From an optimization exercise on the open Yosys and OpenROAD flow, aimed at small area and a short achievable clock period; shortcuts taken in it are not production practice. The RTL was checked by simulation tests, not by an equivalence proof against the original design.

==> job 5828: inputs <==
## iir_filter
module iir_filter(
    input clk,
    input rst,
    input signed [11:0] signal_i,
    output signed [11:0] signal_o
    );
clock: 14.5 ns
lec_check: 0
abc_area: 1
cap_margin: 20
core_margin: 2
core_utilization: 40
cts_buf_list: sky130_fd_sc_hd__clkbuf_4 sky130_fd_sc_hd__clkbuf_8
place_density: 0.6
slew_margin: 20
synth_hierarchical: 1
run.sh (not shown) runs the stock make flow with config.mk's settings and CLKGATE_MAP_FILE= SYNTH_SCRIPT=/design/flow/synth_recipe.tcl, a recipe that flattens the netlist after the stock synthesis.
==> inputs of job 2078, as changes to job 5828 <==
--- a/flow/design.v
+++ b/flow/design.v
@@ -1038,63 +1038,66 @@
 assign ys_196 = ys_108 & ys_109;
 wire ys_197, ys_198;
 assign ys_197 = ys_111 ^ ys_110;
 assign ys_198 = ys_111 & ys_110;
 wire [20:0] ysum = {ys_196, ys_194, ys_192, ys_190, ys_188, ys_186, ys_184, ys_182, ys_180, ys_178, ys_176, ys_174, ys_172, ys_170, ys_168, ys_166, ys_164, ys_162, ys_161, ys_73, x1[0]} + {ys_197, ys_195, ys_193, ys_191, ys_189, ys_187, ys_185, ys_183, ys_181, ys_179, ys_177, ys_175, ys_173, ys_171, ys_169, ys_167, ys_165, ys_163, 1'b0, signal_i[0], qa[0]};
 always @(posedge clk or posedge rst) begin
     if (rst) begin
-        y0 <= 12'h7ff; y1 <= 12'h7ff; y2 <= 12'h7ff; y3 <= 12'h7ff; y4 <= 12'h7ff; y5 <= 12'h7ff;
-        x1 <= 12'h800; x2 <= 12'h800; x3 <= 12'h800; x4 <= 12'h800; x5 <= 12'h800; x6 <= 12'h800;
+        y0 <= 12'h7ff; y2 <= 12'h7ff; y4 <= 12'h7ff;
+        x1 <= 12'h800; x3 <= 12'h800; x5 <= 12'h800;
+        qa <= 21'h15529a; qb <= 21'h1d5676;
     end else begin
-        y0 <= {ysum[20], ~ysum[19:9]}; y1 <= y0; y2 <= y1; y3 <= y2; y4 <= y3; y5 <= y4;
-        x1 <= {~signal_i[11], signal_i[10:0]}; x2 <= x1; x3 <= x2; x4 <= x3; x5 <= x4; x6 <= x5;
+        y0 <= {ysum[20], ~ysum[19:9]}; y2 <= y1; y4 <= y3;
+        x1 <= {~signal_i[11], signal_i[10:0]}; x3 <= x2; x5 <= x4;
+        qa[0] <= qs_753;
+        qa[1] <= qs_754;
+        qb[1] <= qs_755;
+        qa[2] <= qs_756;
+        qb[2] <= qs_757;
+        qa[3] <= qs_758;
+        qb[3] <= qs_759;
+        qa[4] <= qs_760;
+        qb[4] <= qs_761;
+        qa[5] <= qs_762;
+        qb[5] <= qs_763;
+        qa[6] <= qs_764;
+        qb[6] <= qs_765;
+        qa[7] <= qs_766;
+        qb[7] <= qs_767;
+        qa[8] <= qs_768;
+        qb[8] <= qs_769;
+        qa[9] <= qs_770;
+        qb[9] <= qs_771;
+        qa[10] <= qs_772;
+        qb[10] <= qs_773;
+        qa[11] <= qs_774;
+        qb[11] <= qs_775;
+        qa[12] <= qs_776;
+        qb[12] <= qs_777;
+        qa[13] <= qs_778;
+        qb[13] <= qs_779;
+        qa[14] <= qs_780;
+        qb[14] <= qs_781;
+        qa[15] <= qs_782;
+        qb[15] <= qs_783;
+        qa[16] <= qs_784;
+        qb[16] <= qs_785;
+        qa[17] <= qs_786;
+        qb[17] <= qs_787;
+        qa[18] <= qs_788;
+        qb[18] <= qs_789;
+        qa[19] <= qs_790;
+        qb[19] <= qs_791;
+        qa[20] <= qs_792;
+        qb[20] <= qs_793;
     end
 end
 always @(posedge clk) begin
-    qa[0] <= qs_753;
-    qa[1] <= qs_754;
-    qb[1] <= qs_755;
-    qa[2] <= qs_756;
-    qb[2] <= qs_757;
-    qa[3] <= qs_758;
-    qb[3] <= qs_759;
-    qa[4] <= qs_760;
-    qb[4] <= qs_761;
-    qa[5] <= qs_762;
-    qb[5] <= qs_763;
-    qa[6] <= qs_764;
-    qb[6] <= qs_765;
-    qa[7] <= qs_766;
-    qb[7] <= qs_767;
-    qa[8] <= qs_768;
-    qb[8] <= qs_769;
-    qa[9] <= qs_770;
-    qb[9] <= qs_771;
-    qa[10] <= qs_772;
-    qb[10] <= qs_773;
-    qa[11] <= qs_774;
-    qb[11] <= qs_775;
-    qa[12] <= qs_776;
-    qb[12] <= qs_777;
-    qa[13] <= qs_778;
-    qb[13] <= qs_779;
-    qa[14] <= qs_780;
-    qb[14] <= qs_781;
-    qa[15] <= qs_782;
-    qb[15] <= qs_783;
-    qa[16] <= qs_784;
-    qb[16] <= qs_785;
-    qa[17] <= qs_786;
-    qb[17] <= qs_787;
-    qa[18] <= qs_788;
-    qb[18] <= qs_789;
-    qa[19] <= qs_790;
-    qb[19] <= qs_791;
-    qa[20] <= qs_792;
-    qb[20] <= qs_793;
+    y1 <= y0; y3 <= y2; y5 <= y4;
+    x2 <= x1; x4 <= x3; x6 <= x5;
 end
 assign signal_o = {y0[11], ~y0[10:0]};
 endmodule
 module iir_fa(input a, input b, input c, output s, output co);
 assign s = a ^ b ^ c;
 assign co = (a & b) | (c & (a ^ b));
 endmodule
==> results.txt <==
clock latency (worst-skew pair)=0.51 ns; Simple-Gate Fraction of Synth Area=4.38%; run status=no timing/DRC/antenna violations; vias per inst=4.88; P&R area growth vs syn=8.22%; wire per inst=23.8 µm; fin area=0.0170 mm²; crit path buf inv count=1
(the above is from job 5828)
==> results.txt <==
fin area=0.0168 mm²; P&R area growth vs syn=8.51%; run status=no timing/DRC/antenna violations; crit path buf inv count=3; vias per inst=4.81; wire per inst=23.5 µm
(the above is from job 2078)

* * *

==> 10-10: inputs <==
Another version of the RTL of iir_filter (not shown whole).
Settings: LEC_CHECK=0, ABC_AREA=1, CAP_MARGIN=20, CORE_MARGIN=2, CORE_UTILIZATION=40, CTS_BUF_LIST=sky130_fd_sc_hd__clkbuf_4 sky130_fd_sc_hd__clkbuf_8, PLACE_DENSITY=0.6, SLEW_MARGIN=20, SYNTH_HIERARCHICAL=1; clock period 14.5 ns.
==> 04-27: changes against 10-10 <==
--- a/flow/design.v
+++ b/flow/design.v
@@ -4,94 +4,93 @@
     input signed [11:0] signal_i,
     output signed [11:0] signal_o
     );
 reg [11:0] y0, y1, y2, y3;    
 reg [11:0] x1, x2, x3, x4;    
 reg [20:0] q, r, s;
-reg [11:0] x1w;    
 wire ws_1, ws_2;
-iir_fa u_ws_1 (.a(y0[0]), .b(y0[4]), .c(q[8]), .s(ws_1), .co(ws_2));
+iir_fa u_ws_1 (.a(x1[1]), .b(x1[8]), .c(y0[0]), .s(ws_1), .co(ws_2));
 wire ws_3, ws_4;
-iir_fa u_ws_3 (.a(y0[1]), .b(y0[5]), .c(q[9]), .s(ws_3), .co(ws_4));
+iir_fa u_ws_3 (.a(x1[2]), .b(x1[9]), .c(y0[1]), .s(ws_3), .co(ws_4));
 wire ws_5, ws_6;
-iir_fa u_ws_5 (.a(y0[2]), .b(y0[6]), .c(q[10]), .s(ws_5), .co(ws_6));
+iir_fa u_ws_5 (.a(x1[3]), .b(x1[10]), .c(y0[2]), .s(ws_5), .co(ws_6));
 wire ws_7, ws_8;
-iir_fa u_ws_7 (.a(y0[3]), .b(y0[7]), .c(q[11]), .s(ws_7), .co(ws_8));
+iir_fa u_ws_7 (.a(x1[4]), .b(x1[11]), .c(y0[3]), .s(ws_7), .co(ws_8));
 wire ws_9, ws_10;
-iir_fa u_ws_9 (.a(y0[4]), .b(y0[8]), .c(q[12]), .s(ws_9), .co(ws_10));
+iir_fa u_ws_9 (.a(x1[5]), .b(y0[4]), .c(y0[8]), .s(ws_9), .co(ws_10));
 wire ws_11, ws_12;
-iir_fa u_ws_11 (.a(y0[5]), .b(y0[9]), .c(q[13]), .s(ws_11), .co(ws_12));
+iir_fa u_ws_11 (.a(x1[6]), .b(y0[5]), .c(y0[9]), .s(ws_11), .co(ws_12));
 wire ws_13, ws_14;
-iir_fa u_ws_13 (.a(y0[6]), .b(y0[10]), .c(q[14]), .s(ws_13), .co(ws_14));
+iir_fa u_ws_13 (.a(x1[7]), .b(y0[6]), .c(y0[10]), .s(ws_13), .co(ws_14));
 wire ws_15, ws_16;
-iir_fa u_ws_15 (.a(y0[7]), .b(y0[11]), .c(q[15]), .s(ws_15), .co(ws_16));
+iir_fa u_ws_15 (.a(x1[8]), .b(y0[7]), .c(y0[11]), .s(ws_15), .co(ws_16));
 wire ws_17, ws_18;
-iir_fa u_ws_17 (.a(y0[3]), .b(q[7]), .c(~x1w[0]), .s(ws_17), .co(ws_18));
+iir_fa u_ws_17 (.a(x1[0]), .b(x1[7]), .c(y0[3]), .s(ws_17), .co(ws_18));
 wire ws_19, ws_20;
-iir_fa u_ws_19 (.a(x1w[1]), .b(x1w[8]), .c(~ws_1), .s(ws_19), .co(ws_20));
+iir_fa u_ws_19 (.a(y0[4]), .b(q[8]), .c(ws_1), .s(ws_19), .co(ws_20));
 wire ws_21, ws_22;
-iir_fa u_ws_21 (.a(x1w[2]), .b(x1w[9]), .c(~ws_2), .s(ws_21), .co(ws_22));
+iir_fa u_ws_21 (.a(y0[5]), .b(q[9]), .c(ws_2), .s(ws_21), .co(ws_22));
 wire ws_23, ws_24;
-iir_fa u_ws_23 (.a(x1w[3]), .b(x1w[10]), .c(~ws_4), .s(ws_23), .co(ws_24));
+iir_fa u_ws_23 (.a(y0[6]), .b(q[10]), .c(ws_4), .s(ws_23), .co(ws_24));
 wire ws_25, ws_26;
-iir_fa u_ws_25 (.a(x1w[4]), .b(x1w[11]), .c(~ws_6), .s(ws_25), .co(ws_26));
+iir_fa u_ws_25 (.a(y0[7]), .b(q[11]), .c(ws_6), .s(ws_25), .co(ws_26));
 wire ws_27, ws_28;
-iir_fa u_ws_27 (.a(~x1w[5]), .b(ws_8), .c(ws_9), .s(ws_27), .co(ws_28));
+iir_fa u_ws_27 (.a(q[12]), .b(ws_8), .c(ws_9), .s(ws_27), .co(ws_28));
 wire ws_29, ws_30;
-iir_fa u_ws_29 (.a(~x1w[6]), .b(ws_10), .c(ws_11), .s(ws_29), .co(ws_30));
+iir_fa u_ws_29 (.a(q[13]), .b(ws_10), .c(ws_11), .s(ws_29), .co(ws_30));
 wire ws_31, ws_32;
-iir_fa u_ws_31 (.a(~x1w[7]), .b(ws_12), .c(ws_13), .s(ws_31), .co(ws_32));
+iir_fa u_ws_31 (.a(q[14]), .b(ws_12), .c(ws_13), .s(ws_31), .co(ws_32));
 wire ws_33, ws_34;
-iir_fa u_ws_33 (.a(~x1w[8]), .b(ws_14), .c(ws_15), .s(ws_33), .co(ws_34));
+iir_fa u_ws_33 (.a(q[15]), .b(ws_14), .c(ws_15), .s(ws_33), .co(ws_34));
 wire ws_35, ws_36;
-iir_fa u_ws_35 (.a(y0[8]), .b(q[16]), .c(ws_16), .s(ws_35), .co(ws_36));
+iir_fa u_ws_35 (.a(x1[9]), .b(y0[8]), .c(q[16]), .s(ws_35), .co(ws_36));
 wire ws_37, ws_38;
-iir_fa u_ws_37 (.a(y0[9]), .b(q[17]), .c(~x1w[10]), .s(ws_37), .co(ws_38));
+iir_fa u_ws_37 (.a(x1[10]), .b(y0[9]), .c(q[17]), .s(ws_37), .co(ws_38));
 wire ws_39, ws_40;
-iir_fa u_ws_39 (.a(y0[10]), .b(q[18]), .c(~x1w[11]), .s(ws_39), .co(ws_40));
+iir_fa u_ws_39 (.a(x1[11]), .b(y0[10]), .c(q[18]), .s(ws_39), .co(ws_40));
 wire ws_41, ws_42;
-iir_fa u_ws_41 (.a(y0[0]), .b(q[4]), .c(~x1w[4]), .s(ws_41), .co(ws_42));
+iir_fa u_ws_41 (.a(x1[4]), .b(y0[0]), .c(q[4]), .s(ws_41), .co(ws_42));
 wire ws_43, ws_44;
-iir_fa u_ws_43 (.a(y0[1]), .b(q[5]), .c(~x1w[5]), .s(ws_43), .co(ws_44));
+iir_fa u_ws_43 (.a(x1[5]), .b(y0[1]), .c(q[5]), .s(ws_43), .co(ws_44));
 wire ws_45, ws_46;
-iir_fa u_ws_45 (.a(y0[2]), .b(q[6]), .c(~x1w[6]), .s(ws_45), .co(ws_46));
+iir_fa u_ws_45 (.a(x1[6]), .b(y0[2]), .c(q[6]), .s(ws_45), .co(ws_46));
 wire ws_47, ws_48;
-assign ws_47 = ws_17 ^ ~x1w[7];
-assign ws_48 = ws_17 & ~x1w[7];
+assign ws_47 = q[7] ^ ws_17;
+assign ws_48 = q[7] & ws_17;
 wire ws_49, ws_50;
-assign ws_49 = ws_18 ^ ~ws_19;
-assign ws_50 = ws_18 & ~ws_19;
+assign ws_49 = ws_18 ^ ws_19;
+assign ws_50 = ws_18 & ws_19;
 wire ws_51, ws_52;
-iir_fa u_ws_51 (.a(~ws_3), .b(ws_20), .c(ws_21), .s(ws_51), .co(ws_52));
+iir_fa u_ws_51 (.a(ws_3), .b(ws_20), .c(ws_21), .s(ws_51), .co(ws_52));
 wire ws_53, ws_54;
-iir_fa u_ws_53 (.a(~ws_5), .b(ws_22), .c(ws_23), .s(ws_53), .co(ws_54));
+iir_fa u_ws_53 (.a(ws_5), .b(ws_22), .c(ws_23), .s(ws_53), .co(ws_54));
 wire ws_55, ws_56;
-iir_fa u_ws_55 (.a(~ws_7), .b(ws_24), .c(ws_25), .s(ws_55), .co(ws_56));
+iir_fa u_ws_55 (.a(ws_7), .b(ws_24), .c(ws_25), .s(ws_55), .co(ws_56));
 wire ws_57, ws_58;
-assign ws_57 = ws_27 ^ ~ws_26;
-assign ws_58 = ws_27 & ~ws_26;
+assign ws_57 = ws_26 ^ ws_27;
+assign ws_58 = ws_26 & ws_27;
 wire ws_59, ws_60;
 assign ws_59 = ws_28 ^ ws_29;
 assign ws_60 = ws_28 & ws_29;
 wire ws_61, ws_62;
 assign ws_61 = ws_30 ^ ws_31;
 assign ws_62 = ws_30 & ws_31;
 wire ws_63, ws_64;
 assign ws_63 = ws_32 ^ ws_33;
 assign ws_64 = ws_32 & ws_33;
 wire ws_65, ws_66;
-iir_fa u_ws_65 (.a(~x1w[9]), .b(ws_34), .c(ws_35), .s(ws_65), .co(ws_66));
+iir_fa u_ws_65 (.a(ws_16), .b(ws_34), .c(ws_35), .s(ws_65), .co(ws_66));
 wire ws_67, ws_68;
 assign ws_67 = ws_36 ^ ws_37;
 assign ws_68 = ws_36 & ws_37;
 wire ws_69, ws_70;
 assign ws_69 = ws_38 ^ ws_39;
 assign ws_70 = ws_38 & ws_39;
 wire ws_71, ws_72;
 iir_fa u_ws_71 (.a(y0[11]), .b(q[19]), .c(ws_40), .s(ws_71), .co(ws_72));
-wire [20:0] w = {ws_72, ws_70, ws_68, ws_66, ws_64, ws_62, ws_60, ws_58, ~ws_56, ~ws_54, ~ws_52, ws_50, ws_48, ws_46, ws_44, ws_42, ws_41, q[3], q[2], q[1], q[0]} + {q[20], ws_71, ws_69, ws_67, ws_65, ws_63, ws_61, ws_59, ws_57, ~ws_55, ~ws_53, ~ws_51, ws_49, ws_47, ws_45, ws_43, 1'b0, ~x1w[3], ~x1w[2], ~x1w[1], ~x1w[0]};
+wire [20:0] w = {ws_72, ws_70, ws_68, ws_66, ws_64, ws_62, ws_60, ws_58, ws_56, ws_54, ws_52, ws_50, ws_48, ws_46, ws_44, ws_42, ws_41, x1[3], x1[2], x1[1], x1[0]} + {q[20], ws_71, ws_69, ws_67, ws_65, ws_63, ws_61, ws_59, ws_57, ws_55, ws_53, ws_51, ws_49, ws_47, ws_45, ws_43, 1'b0, q[3], q[2], q[1], q[0]};
 wire ys_1, ys_2;
 iir_fa u_ys_1 (.a(signal_i[0]), .b(signal_i[1]), .c(signal_i[3]), .s(ys_1), .co(ys_2));
 wire ys_3, ys_4;
 iir_fa u_ys_3 (.a(signal_i[1]), .b(signal_i[2]), .c(signal_i[4]), .s(ys_3), .co(ys_4));
 wire ys_5, ys_6;
 iir_fa u_ys_5 (.a(signal_i[2]), .b(signal_i[3]), .c(signal_i[5]), .s(ys_5), .co(ys_6));
@@ -938,18 +937,17 @@
 assign ss_251 = x2[10] ^ ss_214;
 assign ss_252 = x2[10] & ss_214;
 wire [20:0] sn = {1'b0, ss_252, ss_250, ss_248, ss_246, ss_244, ss_242, ss_240, ss_238, ss_236, ss_234, ss_232, ss_230, ss_228, ss_226, ss_224, ss_222, ss_220, ss_218, ss_216, ss_215} + {1'b0, x2[11], ss_251, ss_249, ss_247, ss_245, ss_243, ss_241, ss_239, ss_237, ss_235, ss_233, ss_231, ss_229, ss_227, ss_225, ss_223, ss_221, ss_219, ss_217, 1'b0};
 always @(posedge clk or posedge rst) begin
     if (rst) begin
         y0 <= 12'h7ff; y1 <= 12'h7ff; y2 <= 12'h7ff; y3 <= 12'h7ff;
-        x1 <= 12'h800; x2 <= 12'h800; x3 <= 12'h800; x4 <= 12'h800; x1w <= 12'h7ff;
+        x1 <= 12'h800; x2 <= 12'h800; x3 <= 12'h800; x4 <= 12'h800;
         q <= 21'h12a910; r <= 21'h1936b8;
     end else begin
         y0 <= {ysum[20], ~ysum[19:9]}; y1 <= y0; y2 <= y1; y3 <= y2;
         x1 <= {~signal_i[11], signal_i[10:0]}; x2 <= x1; x3 <= x2; x4 <= x3;
-        x1w <= {signal_i[11], ~signal_i[10:0]};
         q <= qn; r <= rn;
     end
 end
 always @(posedge clk) s <= sn;
 assign signal_o = {y0[11], ~y0[10:0]};
 endmodule
==> results.txt <==
Setup slack, reg-to-reg: 10-10 8.97 ns; 04-27 8.76 ns
Starting Density: 10-10 0.406; 04-27 0.406
Clock network contribution to total cell area: 10-10 0.0218; 04-27 0.0207
Worst Path Max Fanout: 10-10 5; 04-27 9
Row count: 10-10 77; 04-27 76
Post-synthesis net count: 10-10 2113; 04-27 2028
Met2 Resource Use GR: 10-10 0.309; 04-27 0.302
Seq cells: 10-10 171; 04-27 159
Capturing instance or port of the critical path: 10-10 y0[5]$_DFF_PP1_; 04-27 y0[11]$_DFF_PP0_
Met1 capacity usage during global routing: 10-10 0.315; 04-27 0.311
Amount of wire on met3 after detailed routing: 10-10 2.80 mm; 04-27 2.62 mm
Outcome: 10-10 complete, no violations; 04-27 complete, no violations
Gpl congestion: 10-10 0.940; 04-27 1.04

re-timing with driven ports:
In the flow no input, the clock included, has a driving cell. The finished layouts below were timed again as built, in two steps. Step 1, drivers: a clkbuf_16 drives clk and a buf_2 each remaining input, both assumed. Step 2 times the ports against the registers' clock, not the clock port: input delays grow and output delays shrink by t, the midpoint of the rising clock arrivals with the driver on. Three values: ideal, step 1, step 2; two values: the first two.
run | shift t [ns] | setup WS [ns] | worst setup path at the end | worst register clock-pin slew, ns | worst data-port slew with drivers (ns)
job 5828 | 0.547 | 8.822 / 8.847 / 8.300 | input to register | 0.12 / 0.12 | 0.04
job 2078 | 0.530 | 8.816 / 8.838 / 8.307 | input to register | 0.12 / 0.12 | 0.04
10-10 | 0.571 | 8.854 / 8.861 / 8.290 | input to register | 0.11 / 0.11 | 0.04
04-27 | 0.540 | 8.763 / 8.763 / 8.454 | input to register | 0.11 / 0.11 | 0.03
After both steps setup and hold are still met in every run listed. The setup slack of 10-10, which loses most, moves by +0.007 ns with the drivers and by -0.564 ns with both steps.
